Source: an optimization exercise on an open RTL-to-GDS flow (aim: small area). Production flows keep margins and buffers that such runs may drop.
Function was checked by simulation only, so behaviour that the tests miss may differ from the original.
The flow treats the clock pin as an ideal source, which a real chip does not have.
Power is estimated from default activity; no workload was simulated.

v29:
==> module Parking, before the edit <==
module Parking(input CLK, Start, car_entered, is_uni_car_entered, car_exited, is_uni_car_exited,
        output [9:0] uni_parked_car, output [9:0] parked_car, output [9:0] uni_vacated_space, output [9:0] vacated_space,
        output uni_is_vacated_space, is_vacated_space, output overflow_uni, overflow, output reg rejected_uni, rejected, output [4:0] hour);
    wire first;
    TimeHandler th(CLK, Start, hour, first);
    reg [8:0] p, u;
    wire [8:0] v, uv;
    assign parked_car = {1'b0, p};
    assign uni_parked_car = {1'b0, u};
    assign vacated_space = {1'b0, v};
    assign uni_vacated_space = {1'b0, uv};
    wire h8    = hour[3] & ~hour[2] & ~hour[1] & ~hour[0];
    wire h13   = hour[3] &  hour[2] & ~hour[1] &  hour[0];
    wire h14   = hour[3] &  hour[2] &  hour[1] & ~hour[0];
    wire h15   = hour[3] &  hour[2] &  hour[1] &  hour[0];
    wire h16   = hour[4] & ~hour[2] & ~hour[1] & ~hour[0];
    wire h8_12 = hour[3] & ~(hour[2] & (hour[1] | hour[0]));
    wire h9_13 = hour[3] & (hour[2] ? ~hour[1] : (hour[1] | hour[0]));
    wire c200 = first ? h9_13 : h8_12;
    wire c250 = first ? h14 : h13;
    wire c300 = first ? h15 : h14;
    wire c350 = first ? h16 : h15;
    reg [8:0] cap, ucap;
    always @* begin
        cap = 9'd500; ucap = 9'd200;
        if (c200) begin cap = 9'd200; ucap = 9'd500; end
        if (c250) begin cap = 9'd250; ucap = 9'd450; end
        if (c300) begin cap = 9'd300; ucap = 9'd400; end
        if (c350) begin cap = 9'd350; ucap = 9'd350; end
    end
    wire [9:0] kp, ku;
    assign kp[0] = 1'b1;
    assign ku[0] = 1'b1;
    genvar i;
    generate for (i = 0; i < 9; i = i + 1) begin : sub
        assign v[i] = cap[i] ^ ~p[i] ^ kp[i];
        assign kp[i+1] = (cap[i] & ~p[i]) | (cap[i] & kp[i]) | (~p[i] & kp[i]);
        assign uv[i] = ucap[i] ^ ~u[i] ^ ku[i];
        assign ku[i+1] = (ucap[i] & ~u[i]) | (ucap[i] & ku[i]) | (~u[i] & ku[i]);
    end endgenerate
    assign is_vacated_space = |v;
    assign uni_is_vacated_space = |uv;
    wire ev8 = first & h8;
    wire ev13_15 = first & hour[3] & hour[2] & (hour[1] | hour[0]);
    wire ev16 = first & h16;
    wire ev = ev8 | ev13_15 | ev16;
    reg [8:0] ucap_new;
    always @* begin
        ucap_new = 9'd200;
        if (h13) ucap_new = 9'd450;
        if (h14) ucap_new = 9'd400;
        if (h15) ucap_new = 9'd350;
    end
    wire p_gt200 = p[8] | (p[7] & p[6] & (p[5] | p[4] | (p[3] & (p[2] | p[1] | p[0]))));
    wire p_ge200 = p[8] | (p[7] & p[6] & (p[5] | p[4] | p[3]));
    wire uv_hi = uv[8] | uv[7] | uv[6];
    wire uv_ge50 = uv_hi | (uv[5] & uv[4] & (uv[3] | uv[2] | uv[1]));
    wire uv_gt50 = uv_hi | (uv[5] & uv[4] & (uv[3] | uv[2] | (uv[1] & uv[0])));
    wire uv_ge150 = uv[8] | (uv[7] & (uv[6] | uv[5] | (uv[4] & (uv[3] | (uv[2] & uv[1])))));
    wire uv_gt150 = uv[8] | (uv[7] & (uv[6] | uv[5] | (uv[4] & (uv[3] | (uv[2] & uv[1] & uv[0])))));
    wire cut_p = ev8 & p_ge200;
    wire ovf = ev8 & p_gt200;
    wire cut_u = (ev13_15 & ~uv_gt50) | (ev16 & ~uv_gt150);
    wire ovf_u = (ev13_15 & ~uv_ge50) | (ev16 & ~uv_ge150);
    wire free = ev ? ~cut_p : is_vacated_space;
    wire ufree = ev ? ~cut_u : uni_is_vacated_space;
    wire req_p_in = car_entered & ~is_uni_car_entered;
    wire req_u_in = car_entered & is_uni_car_entered;
    wire req_p_out = ~car_entered & car_exited & ~is_uni_car_exited;
    wire req_u_out = ~car_entered & car_exited & is_uni_car_exited;
    wire p_up = req_p_in & free, p_dn = req_p_out;
    wire u_up = req_u_in & ufree, u_dn = req_u_out;
    wire [8:0] uc = cut_u ? ucap_new : u;
    wire [9:0] cp, cu;
    wire [8:0] p_nxt, u_nxt;
    assign p_nxt[0] = p[0] ^ (p_up | p_dn);
    assign cp[1] = p[0] & (p_up | p_dn);
    assign u_nxt[0] = uc[0] ^ (u_up | u_dn);
    assign cu[1] = uc[0] & (u_up | u_dn);
    generate for (i = 1; i < 9; i = i + 1) begin : cnt
        assign p_nxt[i] = p[i] ^ p_dn ^ cp[i];
        assign cp[i+1] = (p[i] & p_dn) | (p[i] & cp[i]) | (p_dn & cp[i]);
        assign u_nxt[i] = uc[i] ^ u_dn ^ cu[i];
        assign cu[i+1] = (uc[i] & u_dn) | (uc[i] & cu[i]) | (u_dn & cu[i]);
    end endgenerate
    wire p_nz = cp[9], u_nz = cu[9];
    reg ovf_any;
    wire hour_is_8 = hour[3] & ~hour[2];
    assign overflow = ovf_any & hour_is_8;
    assign overflow_uni = ovf_any & ~hour_is_8;
    always @(posedge CLK) begin
        if (Start) begin
            p <= 9'd0;
            u <= 9'd0;
            ovf_any <= 1'b0;
            rejected <= 1'b0;
            rejected_uni <= 1'b0;
        end else begin
            ovf_any <= ovf | ovf_u;
            p <= cut_p ? (req_p_out ? 9'd199 : 9'd200) : (p_dn & ~p_nz) ? 9'd0 : p_nxt;
            u <= (u_dn & ~u_nz) ? 9'd0 : u_nxt;
            if (req_p_in | req_p_out) rejected <= req_p_in ? ~free : ~p_nz;
            if (req_u_in | req_u_out) rejected_uni <= req_u_in ? ~ufree : ~u_nz;
        end
    end
endmodule
export LEC_CHECK = 0
export CAP_MARGIN = 20
export CORE_MARGIN = 2
export CORE_UTILIZATION = 70
export SLEW_MARGIN = 20
create_clock -name core_clock -period 25.0 [get_ports {CLK}]
standard.sh (not shown) runs the stock make flow with config.mk's settings and CLKGATE_MAP_FILE= SYNTH_SCRIPT=/design/flow/synth_recipe.tcl, a recipe that flattens the netlist after the stock synthesis.
==> flow/flow/run.sh <==
#!/bin/bash
# Own layout flow: the standard flow, with three changes in how the layout is
# made:
#  - the combinational logic of the standard synthesis is re-mapped by ABC for
#    area (flip-flops, their names and cells unchanged; see resynth.tcl). ABC's
#    deepsyn is run with several seeds and the smallest netlist is kept;
#  - port buffers use the smallest buffer cell;
#  - clock tree built from small clock buffers (cts_args), without dummy loads;
#    a clock buffer whose flip-flops would see a slow clock edge is upsized
#    after CTS (cts_post.tcl).
# Each tool's output goes to a log file of its own in the work folder.
set -euo pipefail
W=$(pwd)
F=$W/flow
R=$W/orfs/results/$FLOW_PLATFORM/Parking/base
export BUFFER_PORTS_ARGS="-buffer_cell sky130_fd_sc_hd__buf_1"
if [[ -f $F/cts_args ]]; then export CTS_ARGS="$(cat $F/cts_args)"; fi
export POST_CTS_TCL=$F/cts_post.tcl

bash standard.sh synth > $W/log_1_synth.txt 2>&1
cp $R/1_2_yosys.v $W/synth_standard.v

export RS_LIB=$FLOW_HOME/platforms/$FLOW_PLATFORM/lib/sky130_fd_sc_hd__tt_025C_1v80.lib
export RS_IN=$W/synth_standard.v
regs() { grep -o 'dfxtp_1 [^ ]*' "$1" | sort; }
resynth() {
  local s=$1
  printf 'strash\n&get -n\n&deepsyn -T 90 -S %s\n&put\ndch -f\namap\n' $s > $W/resynth_s$s.abc
  RS_OUT=$W/synth_resynth_s$s.v RS_ABC=$W/resynth_s$s.abc \
    yosys -c $F/resynth.tcl > $W/log_2_resynth_s$s.txt 2>&1 || return 0
}
SEEDS="$(seq 0 15)"
for batch in "0 1 2 3" "4 5 6 7" "8 9 10 11" "12 13 14 15"; do
  for s in $batch; do resynth $s & done
  wait
done
best=""; best_area=""
for s in $SEEDS; do
  f=$W/synth_resynth_s$s.v
  [[ -f $f ]] || continue
  [[ "$(regs $f)" == "$(regs $W/synth_standard.v)" ]] || continue
  a=$(grep "Chip area" $W/log_2_resynth_s$s.txt | tail -1 | awk '{print $NF}')
  [[ -n "$a" ]] || continue
  if [[ -z "$best" ]] || awk "BEGIN{exit !($a < $best_area)}"; then best=$s; best_area=$a; fi
done
if [[ -n "$best" ]]; then
  cp $W/synth_resynth_s$best.v $R/1_2_yosys.v
  rm -f $R/1_synth.odb $R/1_synth.sdc
  echo "using the re-mapped netlist of seed $best, area $best_area" > $W/log_2_resynth.txt
else
  echo "re-mapping failed; using the standard netlist" > $W/log_2_resynth.txt
fi

bash standard.sh > $W/log_3_layout.txt 2>&1
Other scripts of this flow, unchanged in this note and not shown: flow/flow/cts_args, flow/flow/cts_post.tcl, flow/flow/resynth.tcl
[inputs] v24 vs v29
--- a/flow/design.v
+++ b/flow/design.v
@@ -56,18 +56,18 @@
     assign is_vacated_space = |v;
     assign uni_is_vacated_space = |uv;
     wire ev8 = first & h8;
     wire ev13_15 = first & hour[3] & hour[2] & (hour[1] | hour[0]);
     wire ev16 = first & h16;
     wire ev = ev8 | ev13_15 | ev16;
-    reg [8:0] ucap_new;
+    reg [8:0] ucap_new, ucap_new_m1;
     always @* begin
-        ucap_new = 9'd200;
-        if (h13) ucap_new = 9'd450;
-        if (h14) ucap_new = 9'd400;
-        if (h15) ucap_new = 9'd350;
+        ucap_new = 9'd200; ucap_new_m1 = 9'd199;
+        if (h13) begin ucap_new = 9'd450; ucap_new_m1 = 9'd449; end
+        if (h14) begin ucap_new = 9'd400; ucap_new_m1 = 9'd399; end
+        if (h15) begin ucap_new = 9'd350; ucap_new_m1 = 9'd349; end
     end
     wire p_gt200 = p[8] | (p[7] & p[6] & (p[5] | p[4] | (p[3] & (p[2] | p[1] | p[0]))));
     wire p_ge200 = p[8] | (p[7] & p[6] & (p[5] | p[4] | p[3]));
     wire uv_hi = uv[8] | uv[7] | uv[6];
     wire uv_ge50 = uv_hi | (uv[5] & uv[4] & (uv[3] | uv[2] | uv[1]));
     wire uv_gt50 = uv_hi | (uv[5] & uv[4] & (uv[3] | uv[2] | (uv[1] & uv[0])));
@@ -82,13 +82,13 @@
     wire req_p_in = car_entered & ~is_uni_car_entered;
     wire req_u_in = car_entered & is_uni_car_entered;
     wire req_p_out = ~car_entered & car_exited & ~is_uni_car_exited;
     wire req_u_out = ~car_entered & car_exited & is_uni_car_exited;
     wire p_up = req_p_in & free, p_dn = req_p_out;
     wire u_up = req_u_in & ufree, u_dn = req_u_out;
-    wire [8:0] uc = cut_u ? ucap_new : u;
+    wire [8:0] uc = u;
     wire [9:0] cp, cu;
     wire [8:0] p_nxt, u_nxt;
     assign p_nxt[0] = p[0] ^ (p_up | p_dn);
     assign cp[1] = p[0] & (p_up | p_dn);
     assign u_nxt[0] = uc[0] ^ (u_up | u_dn);
     assign cu[1] = uc[0] & (u_up | u_dn);
@@ -110,12 +110,12 @@
             ovf_any <= 1'b0;
             rejected <= 1'b0;
             rejected_uni <= 1'b0;
         end else begin
             ovf_any <= ovf | ovf_u;
             p <= cut_p ? (req_p_out ? 9'd199 : 9'd200) : (p_dn & ~p_nz) ? 9'd0 : p_nxt;
-            u <= (u_dn & ~u_nz) ? 9'd0 : u_nxt;
+            u <= cut_u ? (req_u_out ? ucap_new_m1 : ucap_new) : (u_dn & ~u_nz) ? 9'd0 : u_nxt;
             if (req_p_in | req_p_out) rejected <= req_p_in ? ~free : ~p_nz;
             if (req_u_in | req_u_out) rejected_uni <= req_u_in ? ~ufree : ~u_nz;
         end
     end
 endmodule
## What came out
The run showing the greater total met2 wirelength after detailed routing is v24.
v24 vs. v29: mapped cell area lower, maximum number of pins on one net before global-route repair lower, highest attainable clock frequency higher, final critical-path share of the clock period lower.
Looking only at placed instance count, and setting everything else aside, the higher value of v24 and v29 goes to v29.
[compare] base=v29 new=v24: share of power burned in the clock network fell by 1.6 points, critical path depth fell by 17%, final non-filler cell total fell by 8.

-- what the ideal ports hide --
Ports are ideal in the flow. The routed layouts listed here were re-timed in OpenROAD. Step 1: set_driving_cell puts a clkbuf_16 on CLK and a buf_2 on each other input, an assumption about the parent block. Step 2, shift: input delay + t, output delay - t, t = (earliest + latest rising clock arrival at the registers) / 2. This alone moves slack from input paths to output paths. Slacks: no drivers / after step 1 / after step 2; pairs: no drivers / after step 1.
| run | t (ns) | setup slack, ns | clock arrival spread, ns | slew at the worst register clock pin (ns) | pins driven straight from the clock port |
|---|---|---|---|---|---|
| v29 | 0.361 | 14.066 / 14.042 / 14.403 | 0.025 / 0.026 | 0.10 / 0.10 | 1 |
| v24 | 0.360 | 14.825 / 14.799 / 15.160 | 0.031 / 0.031 | 0.10 / 0.10 | 1 |
After both steps every run listed still meets setup and hold.
